Source: an optimization exercise on an open RTL-to-GDS flow (aim: small area and a short achievable clock period). Production flows keep margins and buffers that such runs may drop. No functional check of the RTL was part of any run shown here. Power and IR drop assume default switching activity.

==> flow/design.v (outline; a module is shown in full before it is edited, if it fits) <==
// module user_logic: 1144 lines
// module fa: 4 lines
module user_logic
(
  Bus2IP_Clk,
  Bus2IP_Reset,
  Bus2IP_Data,
  Bus2IP_BE,
  Bus2IP_RdCE,
  Bus2IP_WrCE,
  IP2Bus_Data,
  IP2Bus_RdAck,
  IP2Bus_WrAck,
  IP2Bus_Error
);
  // ...
==> flow/run.sh <==
#!/bin/bash
# synth_recipe.tcl (not shown) runs the flow's synth.tcl, then flattens the netlist and writes it again
# the make line also repeats each setting of config.mk as NAME=value (left out here)
make -C /OpenROAD-flow-scripts/flow DESIGN_CONFIG=/design/flow/config.mk WORK_HOME=/design/flow/orfs CLKGATE_MAP_FILE= SYNTH_SCRIPT=/design/flow/synth_recipe.tcl finish
==> flow/config.mk <==
export PLATFORM = sky130hd
export DESIGN_NAME = user_logic
export DESIGN_NICKNAME = user_logic
export VERILOG_FILES = /design/flow/design.v
export SDC_FILE = /design/flow/constraint.sdc
export NUM_CORES = 4
export LEC_CHECK = 0
export ABC_AREA = 1
export CAP_MARGIN = 20
export CORE_MARGIN = 2
export CORE_UTILIZATION = 40
export SETUP_SLACK_MARGIN = 4
export SLEW_MARGIN = 20
export SYNTH_HIERARCHICAL = 1
export SYNTH_MINIMUM_KEEP_SIZE = 0
export TNS_END_PERCENT = 5
==> flow/constraint.sdc <==
create_clock -name core_clock -period 8.5 [get_ports {Bus2IP_Clk}]
set_input_delay 1.7000 -clock core_clock [delete_from_list [all_inputs] [get_ports {Bus2IP_Clk}]]
set_output_delay 1.7000 -clock core_clock [all_outputs]
set_load 0.01 [all_outputs]
==> flow_metrics.env, run 1 <==
export IMPL_dp_hpwl_um=33400
export IMPL_vdd_drop_max_mv=0.143
export IMPL_fin_skew_ns=0.0100
export IMPL_hold_class="flop to flop"
export IMPL_cts_max_path_buffers=2
export IMPL_grt_overflow=0
export IMPL_slowest_delay_ns=0.25
export IMPL_rrSetupSlack_ns=3.96
export IMPL_p_seq_uw=866
export IMPL_final_fill_count=3628
export IMPL_clock_area_share_pct=3.19
export IMPL_powerComb_uw=621
export IMPL_cts_resized_gates=188
export IMPL_ys_ff_latch=158
export IMPL_cpMaxStageDelayCell="ha_4"
export IMPL_synth_avg_cell_area_um2=9.15
export IMPL_tap_cells=511
export IMPL_initial_core_util_pct=40.7
export IMPL_drv_slew=0
export IMPL_final_area_um2=17500
export IMPL_path_buf_inv=5
export IMPL_p_int_mw=1.46
export IMPL_wl_met1_um=22300
export IMPL_die_area_um2=40100
export IMPL_power_frac_comb_pct=27.8
export IMPL_synth_edff_count=0
export IMPL_buf_share_pct=6.82
export IMPL_p_sw_uw=778
export IMPL_tightest_slew_ns=1.06
export IMPL_status="finished clean"
export IMPL_clk_pin_slew_ns=0.07
export IMPL_critPathMaxFanout=4
export IMPL_syn_area_um2=15400
export IMPL_yosysMostFrequentCell="xor2_1"
export IMPL_antenna_found_initial=0
export IMPL_synth_area_top_cells="fa_1 (30%), dfxtp_1 (21%), xor2_1 (15%)"
export IMPL_period_minus_slack_ns=4.71
export IMPL_final_cell_mix="xor2_1 (262), o22ai_1 (247), fa_1 (232)"
export IMPL_placed_cells_incl_taps=2147
export IMPL_grt_pass1_vias=13500
export IMPL_synth_top_area_share_pct=30.1
export IMPL_synth_distinct_cells=39
==> inputs of run 2 (changes only) <==
--- a/flow/design.v
+++ b/flow/design.v
@@ -803,41 +803,95 @@
   wire s411;
   fa us411 (.a(s407), .b(s408), .c(c392), .s(s411), .co());
   wire s412;
   fa us412 (.a(c394), .b(s409), .c(s410), .s(s412), .co());
   wire s413;
   fa us413 (.a(c396), .b(s411), .c(c398), .s(s413), .co());
   wire x31a = s412;
   wire x31b = c400;
-  wire x436 = s412 ^ c400;
-  wire x437 = s413 ^ x436;
-  wire x31 = x437;
+  wire x438 = s412 ^ c400;
+  wire x439 = s413 ^ x438;
+  wire x31 = x439;
   wire [31:0] rx = {x31a, s397, c348, s345, c300, s297, s275, c234, c216, c196, c178, c162, s161, c128, s127, c98, s97, c72, s71, c50, s49, c32, s31, c18, s17, c8, s7, c2, s1, pp0_2, nc0, pp0_0};
   wire [31:0] ry = {x31b, c374, s373, c324, s323, c278, s277, c236, s235, c198, c180, s179, 1'b0, s143, 1'b0, s111, 1'b0, s83, 1'b0, s59, 1'b0, s39, 1'b0, s23, 1'b0, s11, 1'b0, s3, 1'b0, pp1_0, pp0_1, 1'b0};
+  wire log0_0 = pp0_0 & 1'b0;
+  wire lop0 = pp0_0 ^ 1'b0;
+  wire log1_1 = nc0 & pp0_1;
+  wire lop1 = nc0 ^ pp0_1;
+  wire log2_2 = pp0_2 & pp1_0;
+  wire lop2 = pp0_2 ^ pp1_0;
+  wire log3_3 = s1 & 1'b0;
+  wire lop3 = s1 ^ 1'b0;
+  wire log4_4 = c2 & s3;
+  wire lop4 = c2 ^ s3;
+  wire log5_5 = s7 & 1'b0;
+  wire lop5 = s7 ^ 1'b0;
+  wire log6_6 = c8 & s11;
+  wire lop6 = c8 ^ s11;
+  wire log7_7 = s17 & 1'b0;
+  wire lop7 = s17 ^ 1'b0;
+  wire log8_8 = c18 & s23;
+  wire lop8 = c18 ^ s23;
+  wire log9_9 = s31 & 1'b0;
+  wire lop9 = s31 ^ 1'b0;
+  wire log10_10 = c32 & s39;
+  wire lop10 = c32 ^ s39;
+  wire log11_11 = s49 & 1'b0;
+  wire lop11 = s49 ^ 1'b0;
+  wire log1_0 = log1_1 | (lop1 & log0_0);
+  wire loP1_0 = lop1 & lop0;
+  wire log2_0 = log2_2 | (lop2 & log1_0);
+  wire loP2_0 = lop2 & loP1_0;
+  wire log3_0 = log3_3 | (lop3 & log2_0);
+  wire loP3_0 = lop3 & loP2_0;
+  wire log4_0 = log4_4 | (lop4 & log3_0);
+  wire loP4_0 = lop4 & loP3_0;
+  wire log5_0 = log5_5 | (lop5 & log4_0);
+  wire loP5_0 = lop5 & loP4_0;
+  wire log6_0 = log6_6 | (lop6 & log5_0);
+  wire loP6_0 = lop6 & loP5_0;
+  wire log7_0 = log7_7 | (lop7 & log6_0);
+  wire loP7_0 = lop7 & loP6_0;
+  wire log8_0 = log8_8 | (lop8 & log7_0);
+  wire loP8_0 = lop8 & loP7_0;
+  wire log9_0 = log9_9 | (lop9 & log8_0);
+  wire loP9_0 = lop9 & loP8_0;
+  wire log10_0 = log10_10 | (lop10 & log9_0);
+  wire loP10_0 = lop10 & loP9_0;
+  wire log11_0 = log11_11 | (lop11 & log10_0);
+  wire loP11_0 = lop11 & loP10_0;
+  wire lsum0 = lop0;
+  wire lsum1 = lop1 ^ log0_0;
+  wire lsum2 = lop2 ^ log1_0;
+  wire lsum3 = lop3 ^ log2_0;
+  wire lsum4 = lop4 ^ log3_0;
+  wire lsum5 = lop5 ^ log4_0;
+  wire lsum6 = lop6 ^ log5_0;
+  wire lsum7 = lop7 ^ log6_0;
+  wire lsum8 = lop8 ^ log7_0;
+  wire lsum9 = lop9 ^ log8_0;
+  wire lsum10 = lop10 ^ log9_0;
+  wire lsum11 = lop11 ^ log10_0;
+  wire lcout = log11_0;
   reg t0_0;
   reg t1_0;
-  reg t1_1;
   reg t2_0;
-  reg t2_1;
   reg t3_0;
   reg t4_0;
-  reg t4_1;
   reg t5_0;
   reg t6_0;
-  reg t6_1;
   reg t7_0;
   reg t8_0;
-  reg t8_1;
   reg t9_0;
   reg t10_0;
-  reg t10_1;
   reg t11_0;
   reg t12_0;
   reg t12_1;
+  reg t12_2;
   reg t13_0;
   reg t14_0;
   reg t14_1;
   reg t15_0;
   reg t16_0;
   reg t16_1;
   reg t17_0;
   reg t18_0;
@@ -870,36 +924,31 @@
   reg t29_1;
   reg t30_0;
   reg t30_1;
   reg t30_2;
   reg t31_0;
   reg t31_1;
   reg t31_2;
   always @(posedge Bus2IP_Clk) begin
-    t0_0 <= pp0_0;
-    t1_0 <= nc0;
-    t1_1 <= pp0_1;
-    t2_0 <= pp0_2;
-    t2_1 <= pp1_0;
-    t3_0 <= s1;
-    t4_0 <= c2;
-    t4_1 <= s3;
-    t5_0 <= s7;
-    t6_0 <= c8;
-    t6_1 <= s11;
-    t7_0 <= s17;
-    t8_0 <= c18;
-    t8_1 <= s23;
-    t9_0 <= s31;
-    t10_0 <= c32;
-    t10_1 <= s39;
-    t11_0 <= s49;
+    t0_0 <= lsum0;
+    t1_0 <= lsum1;
+    t2_0 <= lsum2;
+    t3_0 <= lsum3;
+    t4_0 <= lsum4;
+    t5_0 <= lsum5;
+    t6_0 <= lsum6;
+    t7_0 <= lsum7;
+    t8_0 <= lsum8;
+    t9_0 <= lsum9;
+    t10_0 <= lsum10;
+    t11_0 <= lsum11;
     t12_0 <= c50;
     t12_1 <= s59;
+    t12_2 <= lcout;
     t13_0 <= s71;
     t14_0 <= c72;
     t14_1 <= s83;
     t15_0 <= s97;
     t16_0 <= c98;
     t16_1 <= s111;
     t17_0 <= s127;
     t18_0 <= c128;
@@ -933,101 +982,103 @@
     t30_0 <= s397;
     t30_1 <= c374;
     t30_2 <= s399;
     t31_0 <= s412;
     t31_1 <= c400;
     t31_2 <= s413;
   end
   wire s414, c415;
-  fa us414 (.a(t21_0), .b(t21_1), .c(t21_2), .s(s414), .co(c415));
+  fa us414 (.a(t12_0), .b(t12_1), .c(t12_2), .s(s414), .co(c415));
   wire s416, c417;
-  fa us416 (.a(t22_0), .b(t22_1), .c(t22_2), .s(s416), .co(c417));
+  fa us416 (.a(t21_0), .b(t21_1), .c(t21_2), .s(s416), .co(c417));
   wire s418, c419;
-  fa us418 (.a(t23_0), .b(t23_1), .c(c417), .s(s418), .co(c419));
+  fa us418 (.a(t22_0), .b(t22_1), .c(t22_2), .s(s418), .co(c419));
   wire s420, c421;
-  fa us420 (.a(t24_0), .b(t24_1), .c(t24_2), .s(s420), .co(c421));
+  fa us420 (.a(t23_0), .b(t23_1), .c(c419), .s(s420), .co(c421));
   wire s422, c423;
-  fa us422 (.a(t25_0), .b(t25_1), .c(c421), .s(s422), .co(c423));
+  fa us422 (.a(t24_0), .b(t24_1), .c(t24_2), .s(s422), .co(c423));
   wire s424, c425;
-  fa us424 (.a(t26_0), .b(t26_1), .c(t26_2), .s(s424), .co(c425));
+  fa us424 (.a(t25_0), .b(t25_1), .c(c423), .s(s424), .co(c425));
   wire s426, c427;
-  fa us426 (.a(t27_0), .b(t27_1), .c(c425), .s(s426), .co(c427));
+  fa us426 (.a(t26_0), .b(t26_1), .c(t26_2), .s(s426), .co(c427));
   wire s428, c429;
-  fa us428 (.a(t28_0), .b(t28_1), .c(t28_2), .s(s428), .co(c429));
+  fa us428 (.a(t27_0), .b(t27_1), .c(c427), .s(s428), .co(c429));
   wire s430, c431;
-  fa us430 (.a(t29_0), .b(t29_1), .c(c429), .s(s430), .co(c431));
+  fa us430 (.a(t28_0), .b(t28_1), .c(t28_2), .s(s430), .co(c431));
   wire s432, c433;
-  fa us432 (.a(t30_0), .b(t30_1), .c(t30_2), .s(s432), .co(c433));
+  fa us432 (.a(t29_0), .b(t29_1), .c(c431), .s(s432), .co(c433));
   wire s434, c435;
-  fa us434 (.a(t31_0), .b(t31_1), .c(t31_2), .s(s434), .co(c435));
+  fa us434 (.a(t30_0), .b(t30_1), .c(t30_2), .s(s434), .co(c435));
+  wire s436, c437;
+  fa us436 (.a(t31_0), .b(t31_1), .c(t31_2), .s(s436), .co(c437));
   wire adg0_0 = t0_0 & 1'b0;
   wire adp0 = t0_0 ^ 1'b0;
-  wire adg1_1 = t1_0 & t1_1;
-  wire adp1 = t1_0 ^ t1_1;
-  wire adg2_2 = t2_0 & t2_1;
-  wire adp2 = t2_0 ^ t2_1;
+  wire adg1_1 = t1_0 & 1'b0;
+  wire adp1 = t1_0 ^ 1'b0;
+  wire adg2_2 = t2_0 & 1'b0;
+  wire adp2 = t2_0 ^ 1'b0;
   wire adg3_3 = t3_0 & 1'b0;
   wire adp3 = t3_0 ^ 1'b0;
-  wire adg4_4 = t4_0 & t4_1;
-  wire adp4 = t4_0 ^ t4_1;
+  wire adg4_4 = t4_0 & 1'b0;
+  wire adp4 = t4_0 ^ 1'b0;
   wire adg5_5 = t5_0 & 1'b0;
   wire adp5 = t5_0 ^ 1'b0;
-  wire adg6_6 = t6_0 & t6_1;
-  wire adp6 = t6_0 ^ t6_1;
+  wire adg6_6 = t6_0 & 1'b0;
+  wire adp6 = t6_0 ^ 1'b0;
   wire adg7_7 = t7_0 & 1'b0;
   wire adp7 = t7_0 ^ 1'b0;
-  wire adg8_8 = t8_0 & t8_1;
-  wire adp8 = t8_0 ^ t8_1;
+  wire adg8_8 = t8_0 & 1'b0;
+  wire adp8 = t8_0 ^ 1'b0;
   wire adg9_9 = t9_0 & 1'b0;
   wire adp9 = t9_0 ^ 1'b0;
-  wire adg10_10 = t10_0 & t10_1;
-  wire adp10 = t10_0 ^ t10_1;
+  wire adg10_10 = t10_0 & 1'b0;
+  wire adp10 = t10_0 ^ 1'b0;
   wire adg11_11 = t11_0 & 1'b0;
   wire adp11 = t11_0 ^ 1'b0;
-  wire adg12_12 = t12_0 & t12_1;
-  wire adp12 = t12_0 ^ t12_1;
-  wire adg13_13 = t13_0 & 1'b0;
-  wire adp13 = t13_0 ^ 1'b0;
+  wire adg12_12 = s414 & 1'b0;
+  wire adp12 = s414 ^ 1'b0;
+  wire adg13_13 = t13_0 & c415;
+  wire adp13 = t13_0 ^ c415;
   wire adg14_14 = t14_0 & t14_1;
   wire adp14 = t14_0 ^ t14_1;
   wire adg15_15 = t15_0 & 1'b0;
   wire adp15 = t15_0 ^ 1'b0;
   wire adg16_16 = t16_0 & t16_1;
   wire adp16 = t16_0 ^ t16_1;
   wire adg17_17 = t17_0 & 1'b0;
   wire adp17 = t17_0 ^ 1'b0;
   wire adg18_18 = t18_0 & t18_1;
   wire adp18 = t18_0 ^ t18_1;
   wire adg19_19 = t19_0 & 1'b0;
   wire adp19 = t19_0 ^ 1'b0;
   wire adg20_20 = t20_0 & t20_1;
   wire adp20 = t20_0 ^ t20_1;
-  wire adg21_21 = s414 & 1'b0;
-  wire adp21 = s414 ^ 1'b0;
-  wire adg22_22 = c415 & s416;
-  wire adp22 = c415 ^ s416;
-  wire adg23_23 = s418 & 1'b0;
-  wire adp23 = s418 ^ 1'b0;
-  wire adg24_24 = c419 & s420;
-  wire adp24 = c419 ^ s420;
-  wire adg25_25 = s422 & 1'b0;
-  wire adp25 = s422 ^ 1'b0;
-  wire adg26_26 = c423 & s424;
-  wire adp26 = c423 ^ s424;
-  wire adg27_27 = s426 & 1'b0;
-  wire adp27 = s426 ^ 1'b0;
-  wire adg28_28 = c427 & s428;
-  wire adp28 = c427 ^ s428;
-  wire adg29_29 = s430 & 1'b0;
-  wire adp29 = s430 ^ 1'b0;
-  wire adg30_30 = c431 & s432;
-  wire adp30 = c431 ^ s432;
-  wire adg31_31 = c433 & s434;
-  wire adp31 = c433 ^ s434;
+  wire adg21_21 = s416 & 1'b0;
+  wire adp21 = s416 ^ 1'b0;
+  wire adg22_22 = c417 & s418;
+  wire adp22 = c417 ^ s418;
+  wire adg23_23 = s420 & 1'b0;
+  wire adp23 = s420 ^ 1'b0;
+  wire adg24_24 = c421 & s422;
+  wire adp24 = c421 ^ s422;
+  wire adg25_25 = s424 & 1'b0;
+  wire adp25 = s424 ^ 1'b0;
+  wire adg26_26 = c425 & s426;
+  wire adp26 = c425 ^ s426;
+  wire adg27_27 = s428 & 1'b0;
+  wire adp27 = s428 ^ 1'b0;
+  wire adg28_28 = c429 & s430;
+  wire adp28 = c429 ^ s430;
+  wire adg29_29 = s432 & 1'b0;
+  wire adp29 = s432 ^ 1'b0;
+  wire adg30_30 = c433 & s434;
+  wire adp30 = c433 ^ s434;
+  wire adg31_31 = c435 & s436;
+  wire adp31 = c435 ^ s436;
   wire adg1_0 = adg1_1 | (adp1 & adg0_0);
   wire adP1_0 = adp1 & adp0;
   wire adg2_0 = adg2_2 | (adp2 & adg1_0);
   wire adP2_0 = adp2 & adP1_0;
   wire adg3_0 = adg3_3 | (adp3 & adg2_0);
   wire adP3_0 = adp3 & adP2_0;
   wire adg5_4 = adg5_5 | (adp5 & adg4_4);
   wire adP5_4 = adp5 & adp4;
@@ -1129,19 +1180,25 @@
   wire adP30_0 = adP30_28 & adP27_0;
   wire [31:0] psum = {(adp31 ^ adg30_0), (adp30 ^ adg29_0), (adp29 ^ adg28_0), (adp28 ^ adg27_0), (adp27 ^ adg26_0), (adp26 ^ adg25_0), (adp25 ^ adg24_0), (adp24 ^ adg23_0), (adp23 ^ adg22_0), (adp22 ^ adg21_0), (adp21 ^ adg20_0), (adp20 ^ adg19_0), (adp19 ^ adg18_0), (adp18 ^ adg17_0), (adp17 ^ adg16_0), (adp16 ^ adg15_0), (adp15 ^ adg14_0), (adp14 ^ adg13_0), (adp13 ^ adg12_0), (adp12 ^ adg11_0), (adp11 ^ adg10_0), (adp10 ^ adg9_0), (adp9 ^ adg8_0), (adp8 ^ adg7_0), (adp7 ^ adg6_0), (adp6 ^ adg5_0), (adp5 ^ adg4_0), (adp4 ^ adg3_0), (adp3 ^ adg2_0), (adp2 ^ adg1_0), (adp1 ^ adg0_0), (adp0)};
   wire [31:0] pnext = (Bus2IP_Reset | rst_d) ? 32'd0 : psum;
   always @(posedge Bus2IP_Clk) begin
     rst_d <= Bus2IP_Reset;
     for (k = 0; k < 32; k = k + 1)
       slv_reg2[k] <= pnext[31-k];
   end
-  wire rd0 = Bus2IP_RdCE[0], rd1 = Bus2IP_RdCE[1], rd2 = Bus2IP_RdCE[2];
-  wire rdv = (rd0 ^ rd1 ^ rd2) & ~(rd0 & rd1);
-  wire [0:31] rdata = {32{rdv}} & (({32{rd0}} & slv_reg0) | ({32{rd1}} & slv_reg1) | ({32{rd2}} & slv_reg2));
+  reg [0:31] rdata;
+  always @(*) begin
+    case (Bus2IP_RdCE)
+      3'b100:  rdata = slv_reg0;
+      3'b010:  rdata = slv_reg1;
+      3'b001:  rdata = slv_reg2;
+      default: rdata = 32'd0;
+    endcase
+  end
   assign IP2Bus_Data  = rdata;
   assign IP2Bus_RdAck = |Bus2IP_RdCE;
   assign IP2Bus_WrAck = |Bus2IP_WrCE;
   assign IP2Bus_Error = 1'b0;
 endmodule
 module fa (input a, input b, input c, output s, output co);
   assign s  = a ^ b ^ c;
   assign co = (a & b) | (a & c) | (b & c);
==> run 2 against run 1 <==
- still clean
- fmax increased by 4.4%
- sequential power fell by 3.6%
- first-iteration DRC count shrank 6.0%
- wire length is 1.2% lower
- hold slack worse by 0.019 ns
- combinational power down about 10%
- synthesized area fell by 2.0%
- die area fell by 2.0%
- clock-buffer cell count fell by 2
- clock power is 5.3% higher
- sequential share of layout area fell by 0.23 points
==> flow_metrics.env, run 2 <==
export IMPL_ctsHoldBuffers=0
export IMPL_antenna_found_initial=0
export IMPL_r2r_start="slv_reg1[24]"
export IMPL_die_area_um2=39400
export IMPL_layout_setup_ws_ns=3.99
export IMPL_clock_latency_ns=0.46
export IMPL_final_fill_count=3544
export IMPL_dr_pass1_iters=5
export IMPL_synth_edff_count=0
export IMPL_max_freq_ghz=0.222
export IMPL_die_h_um=198
export IMPL_drc_errors=0
export IMPL_ys_ff_latch=153
export IMPL_worstSetupStartpoint="Bus2IP_RdCE[0]"
export IMPL_cts_buffers_inserted=17
export IMPL_dieWidth_um=198
export IMPL_reg_top3="slv_reg0 (32), slv_reg1 (32), slv_reg2 (32)"
export IMPL_worstHoldStart="t5_0"
export IMPL_synthArstFlopShare_pct=0
export IMPL_cpMaxStageDelayCell="buf_2"
export IMPL_boundaryPins=79
export IMPL_antenna_left=0
export IMPL_grt_pass1_wl_um=74700
export IMPL_drt_iter0_markers=1322
export IMPL_status="finished clean"
export IMPL_io_buffers=77
export IMPL_critPathLaunchType="primary input"
export IMPL_worstPathArrival_ns=2.81
export IMPL_multi_input_area_um2=11200
export IMPL_critPathMaxFanout=8
export IMPL_tightest_slew_ns=1.03
export IMPL_worstPathRequired_ns=6.80
export IMPL_cts_tree="built"
export IMPL_synth_top_area_cell="fa_1"
export IMPL_cap_violations=0
export IMPL_endpoint_kind="output pin"
export IMPL_synth_top_area_share_pct=31.1
export IMPL_final_seq_area_um2=3080
export IMPL_grt_total_usage_pct=25.7
export IMPL_synth_seq_area_share_pct=20.3
export IMPL_vdd_drop_max_mv=0.129
export IMPL_final_cells=2138
export IMPL_period_minus_slack_ns=4.51
export IMPL_cts_max_path_buffers=2
export IMPL_final_cell_mix="xor2_1 (256), o22ai_1 (245), fa_1 (235)"
export IMPL_htree_levels=4
export IMPL_synth_nets=1908
export IMPL_routed_wl_um=51900
export IMPL_rrSetupSlack_ns=4.06
export IMPL_postSynth_topFlopCell="dfxtp_1"
export IMPL_fin_skew_ns=0.0110
export IMPL_power_density_nw_per_um2=127
export IMPL_cts_root_buf="clkbuf_16"
export IMPL_clk_pin_slew_ns=0.07
export IMPL_yosysMostFrequentCell="xor2_1"
export IMPL_cpMostUsedCell="buf_2"
export IMPL_pre_cts_ws_ns=2.94
export IMPL_placed_cells_incl_taps=2080
export IMPL_gp_congestion=0.880
export IMPL_rsz0062_at_grt="yes"
export IMPL_synthTopCellsByCount="xor2_1 (256), o22ai_1 (245), fa_1 (235)"
export IMPL_power_mw=2.18
export IMPL_grt_max_degree=67
export IMPL_final_nets=1909
export IMPL_grt_pass1_vias=12500
export IMPL_r2r_end="t19_0"
export IMPL_hold_class="flop to flop"
export IMPL_crit_type="primary input to output pin"
export IMPL_drv_slew=0
export IMPL_vias=12500
export IMPL_final_common_cell="xor2_1"
export IMPL_reg2regPathDepth=11
export IMPL_avgRoutedWirePerCell_um=24.3
export IMPL_synth_area_top_cells="fa_1 (31%), dfxtp_1 (20%), xor2_1 (15%)"
export IMPL_holdPathEnd="slv_reg2[26]"
export IMPL_syn_area_um2=15100
export IMPL_synth_avg_cell_area_um2=9.37
export IMPL_syn_inst=1613
export IMPL_synth_distinct_cells=33
export IMPL_initial_core_util_pct=40.4
export IMPL_fin_crit_sh_pct=53.1
export IMPL_tns_ns=0
export IMPL_setup_viol=0
export IMPL_dp_hpwl_um=32600
export IMPL_core_area_um2=37400
export IMPL_hold_viol=0
export IMPL_via_per_inst=5.86
export IMPL_drive_gt1_share_pct=11.1
export IMPL_min_path_cells=2
export IMPL_yosys_warnings=7
export IMPL_relSlewSlack_pct=31.4
export IMPL_rows=71
export IMPL_clock_sinks=153
export IMPL_crit_chain="buf_2, inv_2, nand2_2, nor2_4, buf_12, buf_16, nand2_1, o211ai_1, buf_2"
export IMPL_n_antenna_cell=0
export IMPL_p_leak_nw=8.58
export IMPL_grt_overflow=0
export IMPL_area_delta_synth_final_pct=13.5
export IMPL_slowest_delay_ns=0.20
==> run 2: worst max-delay path by stage <==
stage	endpoint	slack (ns)	depth (start not counted)
global placement	t11_0	3.03	17
finish	IP2Bus_Data[8]	3.99	9
global route	t11_0	3.91	17
floorplan	t11_0	4.24	18
detailed placement	t11_0	2.94	17
CTS	IP2Bus_Data[8]	3.91	9
==> run 2: cells by family (layout without fill, tap and decap cells) <==
| group | after synthesis | count (layout) | share of synthesized area, % |
|---|---|---|---|
| compound gates | 384 | 384 | 16.4 |
| other cells | 1 | 1 | 0.0248 |
| buf+inv | 248 | 260 | 6.70 |
| xor+xnor | 260 | 260 | 15.1 |
| simple gates | 302 | 302 | 7.91 |
| flops | 153 | 153 | 20.3 |
| fa+ha+maj | 251 | 251 | 32.5 |
| mux | 14 | 16 | 1.14 |
==> run 2: repair_timing <==
| item | in CTS | in global routing |
|---|---|---|
| cloned | 6 | 7 |
| gates resized for setup | 170 | 34 |
| setup endpoints to repair | 76 | 47 |
| hold endpoints to repair | 0 | 0 |
| pin swaps | 11 | 9 |
| setup buffers | 8 | 5 |
==> run 2: layout make-up <==
| class | count | area share, % |
|---|---|---|
| repair inverters | 1 | 0.0292 |
| flip-flops and latches | 153 | 17.9 |
| repair buffers | 129 | 7.66 |
| clock buffers | 18 | 2.56 |
| multi-input cells | 1214 | 65.0 |
| clock inverters | 14 | 0.868 |
| well taps | 511 | 3.73 |
| inverters | 98 | 2.22 |
==> run 2: per-layer routing <==
layer	track usage, %	up-vias	part of all wire (%)
met5	0	-	0
met1	33.7	6226	41
li1	-	5419	-
met2	38.9	750	44
met3	7.54	141	10
met4	12.7	0	4.8
==> run 2: modules after synthesis, one instance, submodules excluded <==
| module | flops+latches | area (µm²) |
|---|---|---|
| user_logic | 153 | 10600 |
| fa | 0 | 20.0 |
==> run 2: report_power, final <==
part           leakage [nW]  internal [mW]  switching (mW)  total, mW
Clock                 0.285          0.423           0.366      0.789
Sequential             1.25          0.793          0.0426      0.835
Combinational          7.04          0.218           0.338      0.556
==> run 2: worst max-delay path, delay by kind of cell <==
kind / cells / cell delay [ns]
buffers and inverters: 5 / 0.69
AND/OR/NAND/NOR: 3 / 0.23
AO/OA/AOI/OAI: 1 / 0.19
==> run 2: through the flow <==
stage | cell area [µm²] | hold WS (ns) | util, %
2_1_floorplan | 15100 | 0.394 | -
3_3_place_gp | 16100 | 0.395 | 43.0
3_5_place_dp | 16100 | 0.399 | 43.0
4_1_cts | 16900 | 0.410 | 45.2
5_1_grt | 17200 | 0.420 | 45.9
6_report | 17200 | 0.410 | 45.9
==> inputs of run 3 (changes only) <==
--- a/flow/config.mk
+++ b/flow/config.mk
@@ -9,7 +9,7 @@
 export CAP_MARGIN = 20
 export CORE_MARGIN = 2
 export CORE_UTILIZATION = 40
-export SETUP_SLACK_MARGIN = 4
+export SETUP_SLACK_MARGIN = 4.25
 export SLEW_MARGIN = 20
 export SYNTH_HIERARCHICAL = 1
 export SYNTH_MINIMUM_KEEP_SIZE = 0
==> run 3 against run 2 <==
- via count grew 1.1%
- synthesized area is the same
- sequential share of layout area shrank 0.13 points
- synthesized cell count is the same
- design area grew 0.96%
- wire length grew 0.63%
- cell count grew 0.61%
- hold slack lost 0.00082 ns
- critical path type is now primary input to flop
- highest routed layer unchanged
==> flow_metrics.env, run 3 <==
export IMPL_p_int_mw=1.46
export IMPL_cts_max_path_buffers=2
export IMPL_postSynth_topFlopCell="dfxtp_1"
export IMPL_max_freq_ghz=0.222
export IMPL_grt_overflow=0
export IMPL_clock_latency_ns=0.46
export IMPL_min_path_cells=2
export IMPL_dieWidth_um=198
export IMPL_synthArstFlopShare_pct=0
export IMPL_n_antenna_cell=0
export IMPL_yosysMostFrequentCell="xor2_1"
export IMPL_grt_max_degree=67
export IMPL_tightest_slew_ns=1.09
export IMPL_power_density_nw_per_um2=127
export IMPL_fin_skew_ns=0.0194
export IMPL_synth_avg_cell_area_um2=9.37
export IMPL_clk_pin_slew_ns=0.07
export IMPL_final_common_cell="xor2_1"
export IMPL_crit_chain="buf_2, buf_4, nor2_1, clkinv_1, nor2_1"
export IMPL_p_clk_share_pct=36.5
export IMPL_p_leak_nw=8.68
export IMPL_met2_length_um=22900
export IMPL_period_minus_slack_ns=4.49
export IMPL_power_frac_comb_pct=25.5
export IMPL_setup_viol=0
export IMPL_slowest_delay_ns=1.10
export IMPL_rows=71
export IMPL_final_nets=1922
export IMPL_dp_hpwl_um=32900
export IMPL_cap_violations=0
export IMPL_gp_congestion=0.911
export IMPL_top_layer_used="met4"
export IMPL_synth_top_area_cell="fa_1"
export IMPL_cts_tree="built"
export IMPL_reg2regPathDepth=10
export IMPL_status="finished clean"
export IMPL_core_area_um2=37400
export IMPL_worstPathArrival_ns=4.78
export IMPL_antenna_found_initial=0
export IMPL_worstPathRequired_ns=8.79
export IMPL_r2r_start="slv_reg1[22]"
export IMPL_initial_core_util_pct=40.4
export IMPL_yosys_warnings=7
export IMPL_clock_sinks=153
export IMPL_avgRoutedWirePerCell_um=24.3
export IMPL_crit_type="primary input to flop"
export IMPL_synth_area_top_cells="fa_1 (31%), dfxtp_1 (20%), xor2_1 (15%)"
export IMPL_synth_seq_area_share_pct=20.3
export IMPL_swShare_pct=33.6
export IMPL_holdPathEnd="slv_reg2[23]"
export IMPL_ys_ff_latch=153
export IMPL_drv_slew=0
export IMPL_worstHoldStart="t8_0"
export IMPL_p_seq_share_pct=38.1
export IMPL_io_buffers=77
export IMPL_p_sw_uw=738
export IMPL_wl_met1_um=21200
export IMPL_grt_total_usage_pct=27.4
export IMPL_endpoint_kind="flop"
export IMPL_htree_levels=4
export IMPL_rrSetupSlack_ns=4.14
export IMPL_antenna_left=0
export IMPL_relSlewSlack_pct=27.2
export IMPL_r2r_end="t19_0"
export IMPL_reg_top3="slv_reg0 (32), slv_reg1 (32), slv_reg2 (32)"
export IMPL_hold_viol=0
export IMPL_fin_crit_sh_pct=52.9
export IMPL_cpMaxStageDelayCell="clkinv_1"
export IMPL_hold_class="flop to flop"
export IMPL_boundaryPins=79
export IMPL_via_per_inst=5.89
export IMPL_routed_wl_um=52200
export IMPL_route_met3_wl_um=5680
export IMPL_grt_pass1_wl_um=79700
export IMPL_vdd_drop_max_mv=0.153
export IMPL_tns_ns=0
export IMPL_vias=12700
export IMPL_drive_gt1_share_pct=12.1
export IMPL_rsz0062_at_grt="yes"
export IMPL_synth_edff_count=0
export IMPL_utilization_pct=46.3
export IMPL_cpMostUsedCell="nor2_1"
export IMPL_critPathMaxFanout=66
export IMPL_synth_top_area_share_pct=31.1
export IMPL_cts_root_buf="clkbuf_16"
export IMPL_grt_pass1_vias=13100
export IMPL_die_h_um=198
export IMPL_die_area_um2=39400
export IMPL_drt_iter0_markers=1347
export IMPL_syn_inst=1613
export IMPL_synth_distinct_cells=33
export IMPL_drc_errors=0
export IMPL_synthTopCellsByCount="xor2_1 (256), o22ai_1 (245), fa_1 (235)"
export IMPL_critPathLaunchType="primary input"
export IMPL_final_cell_mix="xor2_1 (256), o22ai_1 (244), fa_1 (235)"
export IMPL_dr_pass1_iters=5
export IMPL_cts_buffers_inserted=17
export IMPL_area_delta_synth_final_pct=14.6
export IMPL_synth_nets=1908
export IMPL_syn_area_um2=15100
## run 3: cell counts after synthesis
Identical to the previous run, type by type.
## run 3: logic make-up after synthesis
kind of cell,share of synthesized area (%)
buffers and inverters,6.70
adder cells (fa/ha/maj),32.5
XOR/XNOR,15.1
multiplexers,1.14
flip-flops,20.3
AO/OA/AOI/OAI,16.4
other,0.0248
AND/OR/NAND/NOR,7.91
## run 3: layout make-up
| class | count | area [µm²] |
|---|---|---|
| clock buffer | 18 | 439 |
| clock inverter | 14 | 159 |
| fill | 3535 | 20100 |
| inverter | 98 | 379 |
| multi-input combinational | 1216 | 11200 |
| sequential | 153 | 3080 |
| tap | 511 | 639 |
| timing repair buffer | 140 | 1410 |
| timing repair inverter | 1 | 5.00 |
## run 3: per-module statistics from Yosys (local to each module, per instance)
| module | times used | area [µm²] | flip-flops and latches |
|---|---|---|---|
| user_logic | 1 | 10600 | 153 |
| fa | 225 | 20.0 | 0 |
## run 3: layer usage
metal / GRT usage (%) / vias to the layer above
met5: 0 / -
met4: 11.8 / 0
met3: 8.10 / 168
met2: 41.5 / 786
met1: 36.5 / 6274
li1: - / 5443
## run 3: power by group through the flow
stage                     Combinational, mW  Sequential [mW]  Clock, mW
after floorplan                       0.354            0.835          0
after global placement                0.503            0.854          0
after detailed placement              0.513            0.855          0
after CTS                             0.550            0.836      0.812
after global routing                  0.612            0.844      0.843
final                                 0.559            0.837      0.802
## run 3: how the worst max path moves through the flow
stage	from	end	cells after the start
global route	Bus2IP_RdCE[0]	IP2Bus_Data[11]	10
CTS	Bus2IP_RdCE[0]	IP2Bus_Data[21]	10
finish	Bus2IP_Reset	slv_reg2[19]	5
global placement	slv_reg1[31]	t11_0	17
floorplan	slv_reg1[30]	t11_0	18
detailed placement	slv_reg1[31]	t11_0	17
## run 3: stage by stage
step / hold slack [ns] / power (mW) / area (µm²) / cells / setup WS, ns
5_1_grt: 0.422 / 2.30 / 17300 / 2151 / 4.01
3_5_place_dp: 0.401 / 1.37 / 16100 / 2077 / 2.90
3_3_place_gp: 0.397 / 1.36 / 16100 / 2077 / 3.03
2_1_floorplan: 0.394 / 1.19 / 15100 / 1613 / 4.28
4_1_cts: 0.412 / 2.20 / 17300 / 2150 / 3.98
6_report: 0.409 / 2.20 / 17300 / 2151 / 4.01
## run 3: timing repair
item | in CTS | in global routing
endpoints found under the setup margin | 85 | 61
hold buffers | 0 | 0
setup buffers | 30 | 1
pin swaps | 14 | 5
resized for setup | 216 | 9
cloned | 11 | 0
## run 3: critical path, delay by kind of cell
kind | cells | cell delay (ns)
buffers and inverters | 3 | 1.52
AND/OR/NAND/NOR | 2 | 1.53
==> inputs of run 4 (changes only) <==
--- a/flow/config.mk
+++ b/flow/config.mk
@@ -9,7 +9,7 @@
 export CAP_MARGIN = 20
 export CORE_MARGIN = 2
 export CORE_UTILIZATION = 40
-export SETUP_SLACK_MARGIN = 4.25
+export SETUP_SLACK_MARGIN = 4.5
 export SLEW_MARGIN = 20
 export SYNTH_HIERARCHICAL = 1
 export SYNTH_MINIMUM_KEEP_SIZE = 0
==> run 4 against run 3 <==
- still clean on timing, DRC and antenna
- wire length up 7.3%
- fmax down 0.11%
- sequential power about the same
- critical path type is now primary input to output pin
- critical endpoint is now IP2Bus_Data[14]
- largest power group unchanged
==> flow_metrics.env, run 4 <==
export IMPL_final_cells=2178
export IMPL_clk_pin_slew_ns=0.07
export IMPL_grt_pass1_vias=13000
export IMPL_vias=13200
export IMPL_hold_viol=0
export IMPL_area_delta_synth_final_pct=17.8
export IMPL_hold_class="flop to flop"
export IMPL_synth_avg_cell_area_um2=9.37
export IMPL_cts_buffers_inserted=17
export IMPL_vdd_drop_max_mv=0.103
export IMPL_core_area_um2=37400
export IMPL_grt_total_usage_pct=26.5
export IMPL_power_density_nw_per_um2=124
export IMPL_synth_edff_count=0
export IMPL_via_per_inst=6.08
export IMPL_synth_top_family_by_area="adder cells"
export IMPL_cts_root_buf="clkbuf_16"
export IMPL_power_frac_comb_pct=25.7
export IMPL_cpMaxStageDelayCell="buf_2"
export IMPL_fin_crit_sh_pct=52.9
export IMPL_relSlewSlack_pct=36.2
export IMPL_worstPathArrival_ns=2.80
export IMPL_ys_ff_latch=153
export IMPL_p_int_mw=1.46
export IMPL_placed_cells_incl_taps=2078
export IMPL_die_area_um2=39400
export IMPL_period_minus_slack_ns=4.50
export IMPL_crit_type="primary input to output pin"
export IMPL_postSynth_topFlopCell="dfxtp_1"
export IMPL_routed_wl_um=56100
export IMPL_drt_iter0_markers=1748
export IMPL_dr_pass1_iters=8
export IMPL_grt_max_degree=67
export IMPL_tightest_slew_ns=0.952
export IMPL_clock_sinks=153
export IMPL_boundaryPins=79
export IMPL_synth_compound_area_share_pct=16.4
export IMPL_final_fill_count=3508
export IMPL_p_leak_nw=8.76
export IMPL_muxShareOfSynthArea_pct=1.14
export IMPL_drc_errors=0
export IMPL_antenna_left=0
export IMPL_path_delay_family="buffers and inverters"
export IMPL_yosys_area_share_simple_pct=7.91
export IMPL_reg_top3="slv_reg0 (32), slv_reg1 (32), slv_reg2 (32)"
export IMPL_tns_ns=0
export IMPL_critPathMaxFanout=8
export IMPL_cap_violations=0
export IMPL_crit_chain="buf_12, nor2_4, nand2_2, inv_4, buf_12, buf_16, nand2_2, o211ai_1, buf_2"
export IMPL_drv_slew=0
export IMPL_synth_area_top_cells="fa_1 (31%), dfxtp_1 (20%), xor2_1 (15%)"
export IMPL_p_seq_share_pct=37.8
export IMPL_syn_area_um2=15100
export IMPL_die_h_um=198
export IMPL_whs_ns=0.412
export IMPL_cts_max_path_buffers=2
export IMPL_synthTopCellsByCount="xor2_1 (256), o22ai_1 (245), fa_1 (235)"
export IMPL_yosys_warnings=7
export IMPL_p_sw_uw=754
export IMPL_initial_core_util_pct=40.4
export IMPL_swShare_pct=34.0
export IMPL_grt_overflow=0
export IMPL_synthArstFlopShare_pct=0
export IMPL_endpoint_kind="output pin"
export IMPL_final_nets=1949
export IMPL_dp_hpwl_um=32900
export IMPL_n_antenna_cell=0
export IMPL_synth_top_area_cell="fa_1"
export IMPL_htree_levels=4
export IMPL_synth_distinct_cells=33
export IMPL_io_buffers=77
export IMPL_synthAdderAreaFrac_pct=32.5
export IMPL_rsz0062_at_grt="yes"
export IMPL_grt_pass1_wl_um=77600
export IMPL_yosysMostFrequentCell="xor2_1"
export IMPL_final_common_cell="xor2_1"
export IMPL_setup_viol=0
export IMPL_dieWidth_um=198
export IMPL_synthXorXnorAreaFrac_pct=15.1
export IMPL_path_buf_inv=5
export IMPL_synth_seq_area_share_pct=20.3
export IMPL_status="finished clean"
export IMPL_antenna_found_initial=0
export IMPL_gp_congestion=0.876
export IMPL_multi_input_area_um2=11400
export IMPL_syn_inst=1613
export IMPL_avgRoutedWirePerCell_um=25.7
export IMPL_final_cell_mix="xor2_1 (255), o22ai_1 (237), fa_1 (221)"
export IMPL_fin_skew_ns=0.0143
export IMPL_clock_latency_ns=0.46
export IMPL_synth_top_area_share_pct=31.1
export IMPL_p_clk_share_pct=36.5
export IMPL_drive_gt1_share_pct=15.9
export IMPL_worstPathRequired_ns=6.80
export IMPL_synth_nets=1908
export IMPL_max_freq_ghz=0.222
export IMPL_final_seq_area_um2=3090
export IMPL_slowest_delay_ns=0.21
export IMPL_critPathLaunchType="primary input"
export IMPL_rows=71
export IMPL_cts_tree="built"
-- run 4: worst reg2reg max path, delay by kind of cell (launching register included) --
kind	cells	cell delay [ns]
adders and majority gates	5	2.26
DFF	1	0.93
and+or+nand+nor	2	0.50
AOI/OAI and AO/OA	1	0.31
xor gates and xnor gates	1	0.24
-- run 4: cell type report --
cell class / count / area share (%)
Clock buffer: 17 / 2.39
Clock inverter: 15 / 1.03
Inverter: 98 / 2.38
Multi-Input combinational cell: 1222 / 64.1
Sequential cell: 153 / 17.4
Tap cell: 511 / 3.59
Timing Repair Buffer: 157 / 9.04
Timing Repair inverter: 5 / 0.141
-- run 4: worst paths after layout --
path,end,slack (ns),start,cells after the start
worst max register to register,t29_1,4.13,slv_reg1[8],9
worst max-delay path,IP2Bus_Data[14],4.00,Bus2IP_RdCE[0],9
worst min register to register,slv_reg2[26],0.41,t5_0,2
worst min-delay path,slv_reg2[26],0.41,t5_0,2
-- run 4: per-layer routing --
layer	GRT usage (%)	up-vias	share of wire, %	wire, µm
met5	0	-	0	0
met4	14.0	0	7.3	4100
met1	34.7	6523	38	21400
met2	41.4	964	43	24200
met3	5.75	257	11	6320
li1	-	5504	-	-
-- run 4: power by group through the flow --
| stage | clock network (mW) | registers (mW) | logic, mW |
|---|---|---|---|
| detailed placement | 0 | 0.852 | 0.510 |
| finish | 0.809 | 0.837 | 0.568 |
| CTS | 0.816 | 0.837 | 0.530 |
| floorplan | 0 | 0.835 | 0.359 |
| global placement | 0 | 0.853 | 0.500 |
| global route | 0.847 | 0.845 | 0.619 |
-- run 4: timing repair --
item	CTS	global route
hold buffers	0	0
resized for setup	147	104
setup buffers	12	33
gates cloned	7	16
pin swaps	7	17
endpoints found under the setup margin	81	73
-- run 4: per-stage QoR --
| step | util (%) | power, mW | instance area, µm² | setup slack, ns |
|---|---|---|---|---|
| after detailed placement | 43.1 | 1.36 | 16100 | 2.75 |
| after global placement | 43.1 | 1.35 | 16100 | 2.78 |
| after CTS | 45.6 | 2.18 | 17100 | 4.01 |
| after floorplan | - | 1.19 | 15200 | 4.46 |
| final | 47.6 | 2.22 | 17800 | 4.00 |
| after global routing | 47.6 | 2.31 | 17800 | 3.99 |
-- run 4: cell families (layout without fill, tap and decap cells) --
family                   after synthesis  count (layout)
AND/OR/NAND/NOR                      302             305
AO/OA/AOI/OAI                        384             384
multiplexers                          14              21
buffers and inverters                248             292
XOR/XNOR                             260             260
adder cells (fa/ha/maj)              251             251
other                                  1               1
flip-flops                           153             153
-- run 4: modules after synthesis, one instance, submodules excluded --
| module | area [µm²] | cells | flip-flops and latches |
|---|---|---|---|
| fa | 20.0 | 1 | 0 |
| user_logic | 10600 | 1388 | 153 |

re-timing with driven ports:
Ports are ideal in the flow. The routed layouts listed here were re-timed in OpenROAD.
Step 1 (the two cells are an assumption about what drives the block):
set clk [get_ports {Bus2IP_Clk}]
set_driving_cell -lib_cell sky130_fd_sc_hd__clkbuf_16 $clk
set_driving_cell -lib_cell sky130_fd_sc_hd__buf_2 [delete_from_list [all_inputs] $clk]
Step 2 adds t to the input delays and takes it off the output delays; t is the mean of the earliest and latest rising clock arrival at the registers after step 1. Input paths then give back, and output paths get back, about the clock's delay inside the block.
Slacks: ideal ports / drivers / drivers and shift; pairs: ideal ports / drivers.
run	shift t [ns]	setup WS [ns]	worst hold slack (ns)	cell pins on the clock port's net
run 1	0.496	3.788 / 3.749 / 3.749	0.430 / 0.430 / 0.430	1
run 2	0.509	3.986 / 3.966 / 3.966	0.410 / 0.410 / 0.410	1
run 3	0.502	4.006 / 4.009 / 3.536	0.409 / 0.409 / 0.409	1
run 4	0.503	4.000 / 3.953 / 3.953	0.412 / 0.412 / 0.412	1
After both steps setup and hold are still met in every run listed. The setup slack of run 3, which loses most, moves by +0.003 ns with the drivers and by -0.470 ns with both steps.
